Background: an optimization exercise with open tools, aiming at small area, a short achievable clock period and few clock cycles. Do not read the settings as production practice. In this exercise RTL edits were held to simulation tests only and were not proved equivalent to the original. Power and IR drop assume default switching activity.

==> design/flow/design.v <==
`timescale 1ns/1ps
module reg_file (
  input  logic        clk,
  input  logic        we,
  input  logic [4:0]  wa,
  input  logic [31:0] wd,
  input  logic [4:0]  ra0,
  input  logic [4:0]  ra1,
  output logic [31:0] rd0,
  output logic [31:0] rd1
);
  logic [31:0] mem [1:31];
  always_ff @(posedge clk)
    if (we && wa != 5'd0) mem[wa] <= wd;
  always_comb begin
    rd0 = 32'd0;
    rd1 = 32'd0;
    for (int i = 1; i < 32; i++) begin
      rd0 = rd0 | ({32{ra0 == 5'(i)}} & mem[i]);
      rd1 = rd1 | ({32{ra1 == 5'(i)}} & mem[i]);
    end
  end
endmodule
`timescale 1ns/1ps
module alu (
  input  logic [31:0] a,
  input  logic [31:0] b,        
  input  logic        sub,      
  input  logic [31:0] sb,       
  input  logic [4:0]  shamt,
  input  logic [6:0]  sel,
  output logic [31:0] sum,      
  output logic [31:0] y
);
  logic [31:0] bx;
  logic        c31, eq31, lt, gt, slt;
  assign bx = b ^ {32{sub}};
  assign {c31, sum[30:0]} = {1'b0, a[30:0]} + {1'b0, bx[30:0]} + {31'd0, sub};
  assign sum[31] = a[31] ^ bx[31] ^ c31;
  assign eq31 = (a[30:0] == b[30:0]);
  assign lt   = ~c31;               
  assign gt   = c31 & ~eq31;        
  assign slt  = (a[31] & ~b[31]) | (~a[31] & ~b[31] & lt) | (a[31] & b[31] & gt);
  always_comb begin
    y = 32'd0;
    if (sel[0]) y = y | sum;
    if (sel[1]) y = y | (a & b);
    if (sel[2]) y = y | (a | b);
    if (sel[3]) y = y | ~(a | b);
    if (sel[4]) y = y | {31'd0, slt};
    if (sel[5]) y = y | (sb << shamt);
    if (sel[6]) y = y | (sb >> shamt);
  end
endmodule
`timescale 1ns/1ps
module mips_processor (clk, reset, memdata, addr, memread, memwrite, writedata);
  input  logic clk, reset;
  input  logic [31:0] memdata;
  output logic memread, memwrite;
  output logic [31:0] addr, writedata;
  logic [31:0] addr_q;         
  logic        rd_q, wr_q;     
  logic [31:0] wd_q;           
  logic        m_q;            
  logic        mld_q;          
  logic [4:0]  mrt_q;          
  logic        vD;             
  logic [31:0] ir;             
  logic [31:0] pcD;
  logic        vX;
  logic [31:0] xa, xb;
  logic [15:0] ximm;
  logic [4:0]  xrs, xrt;
  logic        xr, xuseimm, xsub, xwr, xld, xst, xbeq, xbne;
  logic [6:0]  xsel;
  assign addr      = addr_q;
  assign memread   = rd_q;
  assign memwrite  = wr_q;
  assign writedata = wd_q;
  logic [31:0] op2, sum, res;
  logic [4:0]  xdst;
  assign op2  = xuseimm ? {16'd0, ximm} : xb;
  assign xdst = xr ? ximm[15:11] : xrt;
  alu u_alu (.a(xa), .b(op2), .sub(xsub), .sb(xb), .shamt(ximm[10:6]), .sel(xsel), .sum(sum), .y(res));
  logic taken, ldst, xwe;
  assign taken = vX & ((xbeq & (xa == xb)) | (xbne & ((xa == 32'd0) | (xb == 32'd0))));
  assign ldst  = vX & (xld | xst);
  assign xwe   = vX & xwr;
  logic [31:0] btgt;
  assign btgt = pcD + {16'd0, ximm};
  logic        we;
  logic [4:0]  wa;
  logic [31:0] wdat;
  assign we   = m_q ? mld_q : xwe;
  assign wa   = m_q ? mrt_q : xdst;
  assign wdat = m_q ? memdata : res;
  logic [5:0] op;
  logic [4:0] rs, rt, ra0, ra1;
  assign op = ir[31:26];
  assign rs = ir[25:21];
  assign rt = ir[20:16];
  assign ra0 = rs;
  assign ra1 = rt;
  logic [31:0] rf0, rf1, va, vb;
  reg_file u_rf (.clk(clk), .we(we), .wa(wa), .wd(wdat), .ra0(ra0), .ra1(ra1), .rd0(rf0), .rd1(rf1));
  assign va = (we && wa == ra0 && ra0 != 5'd0) ? wdat : rf0;
  assign vb = (we && wa == ra1 && ra1 != 5'd0) ? wdat : rf1;
  logic d_r, d_mem, d_imm;
  assign d_r   = (op == 6'b000000);
  assign d_mem = op[5];
  assign d_imm = (op[5:3] == 3'b001);
  logic [6:0] rsel, isel;
  logic       rsub;
  always_comb begin
    rsub = 1'b0;
    case (ir[5:0])
      6'b000000:            rsel = 7'b010_0000;
      6'b000010:            rsel = 7'b100_0000;
      6'b100010, 6'b100011: begin rsel = 7'b000_0001; rsub = 1'b1; end
      6'b100100:            rsel = 7'b000_0010;
      6'b100101:            rsel = 7'b000_0100;
      6'b100111:            rsel = 7'b000_1000;
      6'b101010, 6'b101011: begin rsel = 7'b001_0000; rsub = 1'b1; end
      default:              rsel = 7'b000_0001;
    endcase
    case (op[2:0])
      3'b100:  isel = 7'b000_0010;
      3'b101:  isel = 7'b000_0100;
      3'b010:  isel = 7'b001_0000;
      default: isel = 7'b000_0001;
    endcase
  end
  logic [31:0] fw, fa, fnext;
  logic        fjmp;
  assign fw    = m_q ? ir  : memdata;
  assign fa    = m_q ? pcD : addr_q;
  assign fjmp  = (fw[31:27] == 5'b00001);
  assign fnext = fjmp ? {6'd0, fw[25:0]} : fa + 32'd1;
  always_ff @(posedge clk) begin
    if (reset) begin
      addr_q <= 32'd0;
      rd_q   <= 1'b1;
      wr_q   <= 1'b0;
      m_q    <= 1'b0;
      vD     <= 1'b0;
      vX     <= 1'b0;
    end else if (m_q) begin
      m_q    <= 1'b0;
      addr_q <= fnext;
      rd_q   <= 1'b1;
      wr_q   <= 1'b0;
    end else if (taken) begin
      vD     <= 1'b0;
      vX     <= 1'b0;
      addr_q <= btgt;
    end else begin
      vD     <= ~fjmp;
      vX     <= vD;
      if (ldst) begin
        addr_q <= sum;
        m_q    <= 1'b1;
        rd_q   <= xld;
        wr_q   <= xst;
      end else begin
        addr_q <= fnext;
      end
    end
  end
  always_ff @(posedge clk) begin
    if (m_q) begin
      if (mld_q && mrt_q != 5'd0 && mrt_q == xrs) xa <= memdata;
      if (mld_q && mrt_q != 5'd0 && mrt_q == xrt) xb <= memdata;
    end else if (!taken) begin
      xa <= va;
      xb <= vb;
    end
    if (!m_q && !taken) begin
      ir      <= memdata;
      pcD     <= addr_q;
      ximm    <= ir[15:0];
      xrs     <= rs;
      xrt     <= rt;
      xr      <= d_r;
      xuseimm <= ~d_r;
      xsub    <= d_r & rsub | d_imm & (op[2:0] == 3'b010);
      xwr     <= d_r | d_imm;
      xld     <= d_mem & ~op[3];
      xst     <= d_mem & op[3];
      xbeq    <= (op == 6'b000100);
      xbne    <= (op == 6'b000101);
      xsel    <= d_r ? rsel : d_imm ? isel : 7'b000_0001;
      if (ldst) begin
        wd_q  <= xb;
        mld_q <= xld;
        mrt_q <= xdst;
      end
    end
  end
endmodule
==> design/flow/flow/run.sh <==
#!/bin/bash
# Standard ORFS layout, with repair_timing asked to keep a larger setup margin
# (the SDC, clock period and I/O constraints are unchanged).
set -euo pipefail
bash standard.sh SETUP_SLACK_MARGIN=8 finish > standard_flow.log 2>&1
==> design/flow/standard.sh <==
#!/bin/bash
# synth_recipe.tcl (not shown) runs the flow's synth.tcl, then flattens the netlist and writes it again
# the make line also repeats each setting of config.mk as NAME=value (left out here)
make -C /OpenROAD-flow-scripts/flow DESIGN_CONFIG=/design/flow/config.mk WORK_HOME=/design/flow/orfs CLKGATE_MAP_FILE= SYNTH_SCRIPT=/design/flow/synth_recipe.tcl "${@:-finish}"
==> design/flow/config.mk <==
export PLATFORM = sky130hd
export DESIGN_NAME = mips_processor
export DESIGN_NICKNAME = mips_processor
export VERILOG_FILES = /design/flow/design.v
export SDC_FILE = /design/flow/constraint.sdc
export NUM_CORES = 4
export LEC_CHECK = 0
export CAP_MARGIN = 20
export CORE_MARGIN = 2
export CORE_UTILIZATION = 40
export SLEW_MARGIN = 20
==> design/flow/constraint.sdc <==
create_clock -name core_clock -period 12.0 [get_ports {clk}]
set_input_delay 2.4000 -clock core_clock [delete_from_list [all_inputs] [get_ports {clk}]]
set_output_delay 2.4000 -clock core_clock [all_outputs]
set_load 0.01 [all_outputs]
==> results.py, run 1 <==
metrics = {
    "status": {
        "status": "no timing/DRC/antenna violations",
    },
    "clock_network": {
        "clkSlewWorstSetupHoldPaths_ns": 0.06,
        "cts_tree": "yes",
        "cts_buffers": 132,
        "clockRootBuffer": "clkbuf_16",
        "clock_latency_ns": 0.81,
        "cts_sinks": 1236,
        "htreeDepth": 4,
        "cts_max_path_buffers": 3,
    },
    "sta": {
        "finalSetupTns_ns": 0,
        "setup_viol": 0,
        "drv_slew": 0,
        "finalHoldViolCount": 0,
        "fmax_ghz": 0.235,
        "finClkSkew_ns": 0.0643,
        "min_period_over_period_pct": 35.5,
        "whs_ns": 0.453,
        "rsz0062_at_grt": "yes",
        "slew_headroom_pct": 13.8,
        "min_period_ns": 4.26,
        "tightest_slew_ns": 1.29,
    },
    "logic_synthesis": {
        "postSynthAreaPerCell_sq_um": 12.9,
        "synth_area_leaders": "edfxtp_1, a22oi_1, a221oi_1",
        "synth_edf_count": 1199,
        "ys.flop_type": "edfxtp_1",
        "synth_top_area_share_pct": 58.6,
        "synth_top_area_cell": "edfxtp_1",
        "synth.distinct_cells": 93,
        "yosysWarnings": 3,
        "post-synth-top-count-cell": "edfxtp_1",
        "synth-seq-area-share_pct": 59.8,
        "synth.ff_latch_count": 1236,
        "synthCells": 4778,
        "synthTopCellsByCount": "edfxtp_1, a22oi_1, nor2_1",
        "ys_async_sr_fraction_pct": 0,
        "syn_area_sq_um": 61400,
        "syn_nets": 4923,
    },
    "power_and_ir_drop": {
        "p_leak_nw": 24.1,
        "ir_drop_v": 0.000166,
        "power.density_nw_per_um2": 179,
    },
    "drt": {
        "avgViaCountPerCell": 7.64,
        "drtPass1Iterations": 13,
        "drt_first_iter_violations": 12500,
        "drc": 0,
        "ant_nets": 0,
        "wl_mm": 312,
        "vias": 54400,
        "drt-wirelength-per-cell_microns": 43.8,
    },
    "die": {
        "die-area_sq_um": 157000,
        "start_util_pct": 40.3,
        "pin_count": 100,
        "die_x_microns": 396,
        "core-area_sq_um": 152000,
        "row_count": 143,
        "die_h_microns": 396,
    },
    "worst_setup_path": {
        "reg2reg_depth": 15,
        "reg2reg_from": "xuseimm$_DFFE_PP_",
        "startpoint": "xuseimm$_DFFE_PP_",
        "crit_end": "u_rf.mem[10][21]$_DFFE_PP_",
        "cpPeakStageDelay_ns": 0.46,
        "cp_slowest_cell": "edfxtp_1",
        "crit_chain": "buf_12 > buf_12 > mux2i_1 > xnor2_1 > ha_1 > a21oi_1 > nand3_1 > o2111ai_1 > nand2_2 > buf_4 > o21ai_2 > xnor2_2 > a221oi_4 > a21boi_2 > buf_4",
        "arrival_ns": 4.76,
        "ff2ff_setup_slack_ns": 7.74,
        "crit_type": "flip-flop to flip-flop",
        "cp_data_required_time_ns": 12.51,
        "worst_r2r_endpoint": "u_rf.mem[10][21]$_DFFE_PP_",
        "startpoint_type": "flip-flop",
        "crit_path_end_kind": "flip-flop",
        "crit_fanout": 31,
    },
    "placed_design": {
        "placed_cells": 6731,
        "dpl.hpwl_mm": 178,
        "place_congestion": 1.04,
        "port_buffers": 99,
        "dpl-instance-area_sq_um": 65800,
    },
    "finish": {
        "fin_nets": 5125,
        "final_cells": 7126,
        "area_growth_pct": 18.8,
        "postLayoutCellArea_sq_um": 73000,
        "drive_gt1_share_pct": 18.6,
    },
    "grt": {
        "grt_pass1_vias": 49900,
        "grt_usage_pct": 38.1,
        "gr-total-overflow": 0,
        "grt_pass1_wl_mm": 414,
        "antenna_found_initial": 12,
        "grt_max_degree": 77,
    },
    "run": {
        "cap_viol_max_count": 0,
    },
    "worst_hold_path": {
        "hold_class": "flip-flop to flip-flop",
    },
}
## how the worst min path moves through the flow
stage	from	endpoint	slack (ns)	cells after the start
after floorplan	ir[17]$_DFFE_PP_	xrt[1]$_DFFE_PP_	0.42	0
after CTS	ir[12]$_DFFE_PP_	ximm[12]$_DFFE_PP_	0.45	0
after global placement	ir[13]$_DFFE_PP_	ximm[13]$_DFFE_PP_	0.43	0
after detailed placement	ir[12]$_DFFE_PP_	ximm[12]$_DFFE_PP_	0.44	0
final	ir[12]$_DFFE_PP_	ximm[12]$_DFFE_PP_	0.45	0
after global routing	ir[12]$_DFFE_PP_	ximm[12]$_DFFE_PP_	0.47	0
## layout make-up
type	count	area (sq um)
repair buffers	406	3770
multi-input cells	3101	25100
diodes	15	37.5
clock buffers	153	3420
flip-flops and latches	1236	36800
inverters	103	394
clock inverters	82	938
fillers	13200	79300
well taps	2030	2540
## state kept, by name, summed over array words and instances, names as in the netlist, 5 cells and up
name and flops:
wd_q 32, xrs 5, u_rf.mem 992, ximm 16
addr_q 32, xb 32, xa 32, ir 32
pcD 32, mrt_q 5, xrt 5, xsel 7
## what timing repair did
action                     in CTS  in global routing
setup buffers                  67                 54
setup endpoints to repair    1336               1180
gates cloned                   11                 11
hold buffers                    0                  0
resized for setup             255                122
pin swaps                      25                 45
## power by group
part / total, W / internal [W] / switching, W / leakage [nW]
Combinational: 0.00322 / 0.00106 / 0.00215 / 10.6
Clock: 0.00421 / 0.00237 / 0.00184 / 2.09
Sequential: 0.00564 / 0.00541 / 0.000228 / 11.4
## cell families after synthesis
| family | synth area share [%] |
|---|---|
| AO/OA/AOI/OAI | 19.1 |
| XOR/XNOR | 2.41 |
| adder cells (fa/ha/maj) | 2.29 |
| buffers and inverters | 2.93 |
| flip-flops | 59.8 |
| multiplexers | 4.80 |
| AND/OR/NAND/NOR | 8.65 |
## critical path, delay by kind of cell (launching register included)
kind | cells | cell delay, ns
flip-flops | 1 | 0.46
XOR/XNOR | 2 | 0.33
buffers and inverters | 4 | 0.78
multiplexers | 1 | 0.28
AND/OR/NAND/NOR | 2 | 0.34
adder cells (fa/ha/maj) | 1 | 0.39
AO/OA/AOI/OAI | 5 | 1.32
## cell usage in the layout, fill, tap and decap left out, drive strengths merged, types with 123 or more instances in the layout
cell    netlist  layout
a21oi       119     123
edfxtp     1199    1199
o21ai       132     132
clkbuf      275     158
nor2        280     282
a221oi      207     207
a22oi       530     530
a22o        192     192
buf          80     303
nand4       166     166
nand2       194     194
## per-layer routing
| layer | up-vias | global-route usage [%] | part of all wire, % |
|---|---|---|---|
| met5 | - | 0.616 | 0.095 |
| met2 | 6057 | 54.6 | 41 |
| li1 | 20100 | - | - |
| met1 | 26400 | 45.3 | 33 |
| met3 | 1790 | 17.5 | 17 |
| met4 | 12 | 26.9 | 9.5 |
## metrics by stage
step / util [%] / worst slack, ns / total power (W)
finish: 47.9 / 7.74 / 0.0131
global route: 47.9 / 7.73 / 0.0133
CTS: 47.1 / 7.82 / 0.0126
detailed placement: 43.2 / 6.46 / 0.00820
global placement: 43.2 / 6.53 / 0.00818
floorplan: - / 8.00 / 0.00700
Testbench counts, summed over its fixed seeds: cycles 31,689.
==> run 2, diff against run 1 <==
==> design/flow/run.sh (new file) <==
#!/bin/bash
# synth_recipe.tcl (not shown) runs the flow's synth.tcl, then flattens the netlist and writes it again
# the make line also repeats each setting of config.mk as NAME=value (left out here)
make -C /OpenROAD-flow-scripts/flow DESIGN_CONFIG=/design/flow/config.mk WORK_HOME=/design/flow/orfs CLKGATE_MAP_FILE= SYNTH_SCRIPT=/design/flow/synth_recipe.tcl finish
removed: design/flow/flow/run.sh
removed: design/flow/standard.sh
==> run 2 against run 1 <==
Net effect:
- synthesized cell count did not move
- wire length fell by 3.0%
- worst setup slack got worse by 0.99 ns
- fmax fell by 19%
- sequential cell count did not move
- combinational power fell by 21%
- first-iteration DRC count rose by 0.43%
- global-route usage fell by 0.96 points
- critical path depth fell by 3
- sequential share of layout area rose by 2.0 points
- critical path type unchanged
- critical endpoint is now u_rf.mem[19][26]$_DFFE_PP_
- largest cell class unchanged
- largest power group unchanged
==> results.py, run 2 <==
metrics = {
    "worst_hold_path": {
        "hold_class": "flip-flop to flip-flop",
    },
    "die": {
        "core-area_sq_um": 152000,
        "start_util_pct": 40.3,
        "die_h_microns": 396,
        "die_x_microns": 396,
        "die-area_sq_um": 157000,
        "pin_count": 100,
        "row_count": 143,
    },
    "power_and_ir_drop": {
        "p_leak_nw": 22.7,
        "power.density_nw_per_um2": 179,
        "ir_drop_v": 0.000144,
    },
    "placed_design": {
        "port_buffers": 99,
        "dpl.hpwl_mm": 178,
        "place_congestion": 1.00,
        "placed_cells": 6710,
        "dpl-instance-area_sq_um": 65500,
    },
    "drt": {
        "wl_mm": 302,
        "drt_first_iter_violations": 12500,
        "vias": 52900,
        "drt-wirelength-per-cell_microns": 43.5,
        "drc": 0,
        "avgViaCountPerCell": 7.60,
        "ant_nets": 0,
        "drtPass1Iterations": 15,
    },
    "sta": {
        "slew_headroom_pct": 10.9,
        "min_period_over_period_pct": 43.7,
        "setup_viol": 0,
        "tightest_slew_ns": 1.34,
        "finalSetupTns_ns": 0,
        "finClkSkew_ns": 0.0554,
        "min_period_ns": 5.25,
        "finalHoldViolCount": 0,
        "drv_slew": 0,
        "fmax_ghz": 0.191,
        "rsz0062_at_grt": "no",
    },
    "finish": {
        "postLayoutCellArea_sq_um": 70100,
        "fin_util_pct": 46.0,
        "mostFrequentLayoutCell": "edfxtp_1",
        "fin_nets": 4960,
        "drive_gt1_share_pct": 12.7,
        "regMostFlops": "u_rf.mem",
        "largest_reg_flops": 992,
        "final_cell_mix": "edfxtp_1, a22oi_1, a221oi_1, a22o_1, nand2_1",
        "area_growth_pct": 14.1,
        "final_cells": 6957,
    },
    "logic_synthesis": {
        "postSynthAreaPerCell_sq_um": 12.9,
        "syn_area_sq_um": 61400,
        "synthCells": 4778,
        "synth_compound_area_share_pct": 19.1,
        "synth-seq-area-share_pct": 59.8,
        "synth_fa_ha_area_share_pct": 2.29,
        "post-synth-top-count-cell": "edfxtp_1",
        "synth_top_area_share_pct": 58.6,
        "synthSimpleGateAreaFrac_pct": 8.65,
        "synth.distinct_cells": 93,
        "yosysWarnings": 3,
        "synthXorXnorAreaFrac_pct": 2.41,
        "ys_async_sr_fraction_pct": 0,
        "synthTopCellsByCount": "edfxtp_1, a22oi_1, nor2_1",
        "ys.flop_type": "edfxtp_1",
        "syn_nets": 4923,
        "synthMuxAreaShare_pct": 4.80,
        "synth_top_family_by_area": "compound AO/OA/AOI/OAI gates",
        "synth_area_leaders": "edfxtp_1, a22oi_1, a221oi_1",
        "synth.ff_latch_count": 1236,
        "synth_top_area_cell": "edfxtp_1",
        "synth_edf_count": 1199,
    },
    "clock_network": {
        "postCtsSetupBuffers": 0,
        "clock_latency_ns": 0.82,
        "cts_max_path_buffers": 3,
        "cts_buffers": 132,
        "cts_tree": "yes",
        "clkSlewWorstSetupHoldPaths_ns": 0.07,
        "cts_resized": 0,
        "cts_sinks": 1236,
        "clockRootBuffer": "clkbuf_16",
        "htreeDepth": 4,
        "hold_buffers": 0,
    },
    "worst_setup_path": {
        "cp_slowest_cell": "edfxtp_1",
        "crit_type": "flip-flop to flip-flop",
        "cp.buffers_inverters": 0,
        "critPathMostFrequentCell": "xnor2_1",
        "crit_chain": "nand2b_1 > xnor2_1 > ha_1 > and3_1 > nand4_1 > or4_1 > a21oi_1 > nor2_1 > a211o_1 > xnor2_1 > a211oi_1 > a21oi_4",
        "cp_data_required_time_ns": 12.41,
        "arrival_ns": 5.66,
        "crit_fanout": 31,
        "crit_path_end_kind": "flip-flop",
        "cpPeakStageDelay_ns": 1.04,
        "startpoint_type": "flip-flop",
        "critPathTopFamily": "compound AO/OA/AOI/OAI gates",
    },
    "grt": {
        "antenna_found_initial": 15,
        "grt_pass1_wl_mm": 404,
        "gr-total-overflow": 0,
        "grt_max_degree": 91,
        "grt_usage_pct": 37.2,
        "grt_pass1_vias": 48800,
    },
    "status": {
        "status": "no timing/DRC/antenna violations",
    },
    "run": {
        "cap_viol_max_count": 0,
    },
}
[run 2: worst paths after layout]
path	cells after the start	startpoint	end	slack (ns)
setup reg to reg	12	xb[19]$_DFFE_PP_	u_rf.mem[19][26]$_DFFE_PP_	6.75
hold / removal	0	ir[13]$_DFFE_PP_	ximm[13]$_DFFE_PP_	0.46
hold reg to reg	0	ir[13]$_DFFE_PP_	ximm[13]$_DFFE_PP_	0.46
setup / recovery	12	xb[19]$_DFFE_PP_	u_rf.mem[19][26]$_DFFE_PP_	6.75
[run 2: through the flow]
step / power (W) / hold slack, ns / worst slack (ns)
2_1_floorplan: 0.00699 / 0.421 / 4.71
3_3_place_gp: 0.00817 / 0.432 / 6.30
3_5_place_dp: 0.00819 / 0.441 / 6.28
4_1_cts: 0.0124 / 0.461 / 6.71
5_1_grt: 0.0128 / 0.467 / 6.65
6_report: 0.0125 / 0.462 / 6.75
[run 2: kinds of logic (layout without fill, tap and decap cells)]
logic type	after synthesis	after routing
AOI/OAI and AO/OA	1526	1526
muxes	222	222
adders and majority gates	111	111
and+or+nand+nor	1056	1056
DFF	1236	1236
buffers and inverters	458	598
xor gates and xnor gates	169	169
other	0	9
[run 2: cell type report]
type | instances | area, sq um
clock buffer | 161 | 3450
sequential | 1236 | 36700
clock inverter | 76 | 981
timing repair buffer | 258 | 2210
fill | 13600 | 82200
tap | 2030 | 2540
multi-input combinational | 3084 | 23700
inverter | 103 | 389
antenna | 9 | 22.5
[run 2: per-layer routing]
| layer | share of wire, % | wire length [microns] | up-vias | GRT usage [%] |
|---|---|---|---|---|
| met4 | 8.4 | 25200 | 26 | 23.9 |
| li1 | - | - | 19800 | - |
| met5 | 0.20 | 609 | - | 1.82 |
| met1 | 34 | 102000 | 25800 | 45.7 |
| met2 | 41 | 124000 | 5747 | 53.2 |
| met3 | 17 | 50300 | 1562 | 16.0 |
[run 2: worst register-to-register path: cells and delay by family (launching register included)]
kind,cells,cell delay [ns]
DFF,1,1.04
adders and majority gates,1,0.43
xor gates and xnor gates,2,0.37
AOI/OAI and AO/OA,4,1.69
and+or+nand+nor,5,1.32
[run 2: where the power goes]
| group | switching, W | leakage [nW] | internal, W |
|---|---|---|---|
| Sequential | 0.000325 | 11.4 | 0.00542 |
| Clock | 0.00184 | 2.15 | 0.00242 |
| Combinational | 0.00182 | 9.14 | 0.000718 |

static timing again, ports no longer ideal:
No port has a modelled driver above. Below, the same layouts with a new extraction and two added sets of constraints. Step 1 assumes that a clkbuf_16 drives the clock port and a buf_2 every other input. Step 2 moves the port delays by t, midway between the first and last clock arrival at a register: inputs arrive t later, outputs are due t later. That takes back most of the time a late clock gives input paths. Three values: ideal, step 1, step 2; two values: the first two.
run	t (ns)	setup WS [ns]	worst setup path at the end	clock arrival spread, ns
run 1	0.855	7.743 / 7.743 / 7.196	input to register	0.064 / 0.065
run 2	0.867	6.753 / 6.753 / 6.073	input to register	0.057 / 0.057
After both steps setup and hold are still met in every run listed. The setup slack of run 2, which loses most, moves by 0.000 ns with the drivers and by -0.680 ns with both steps.
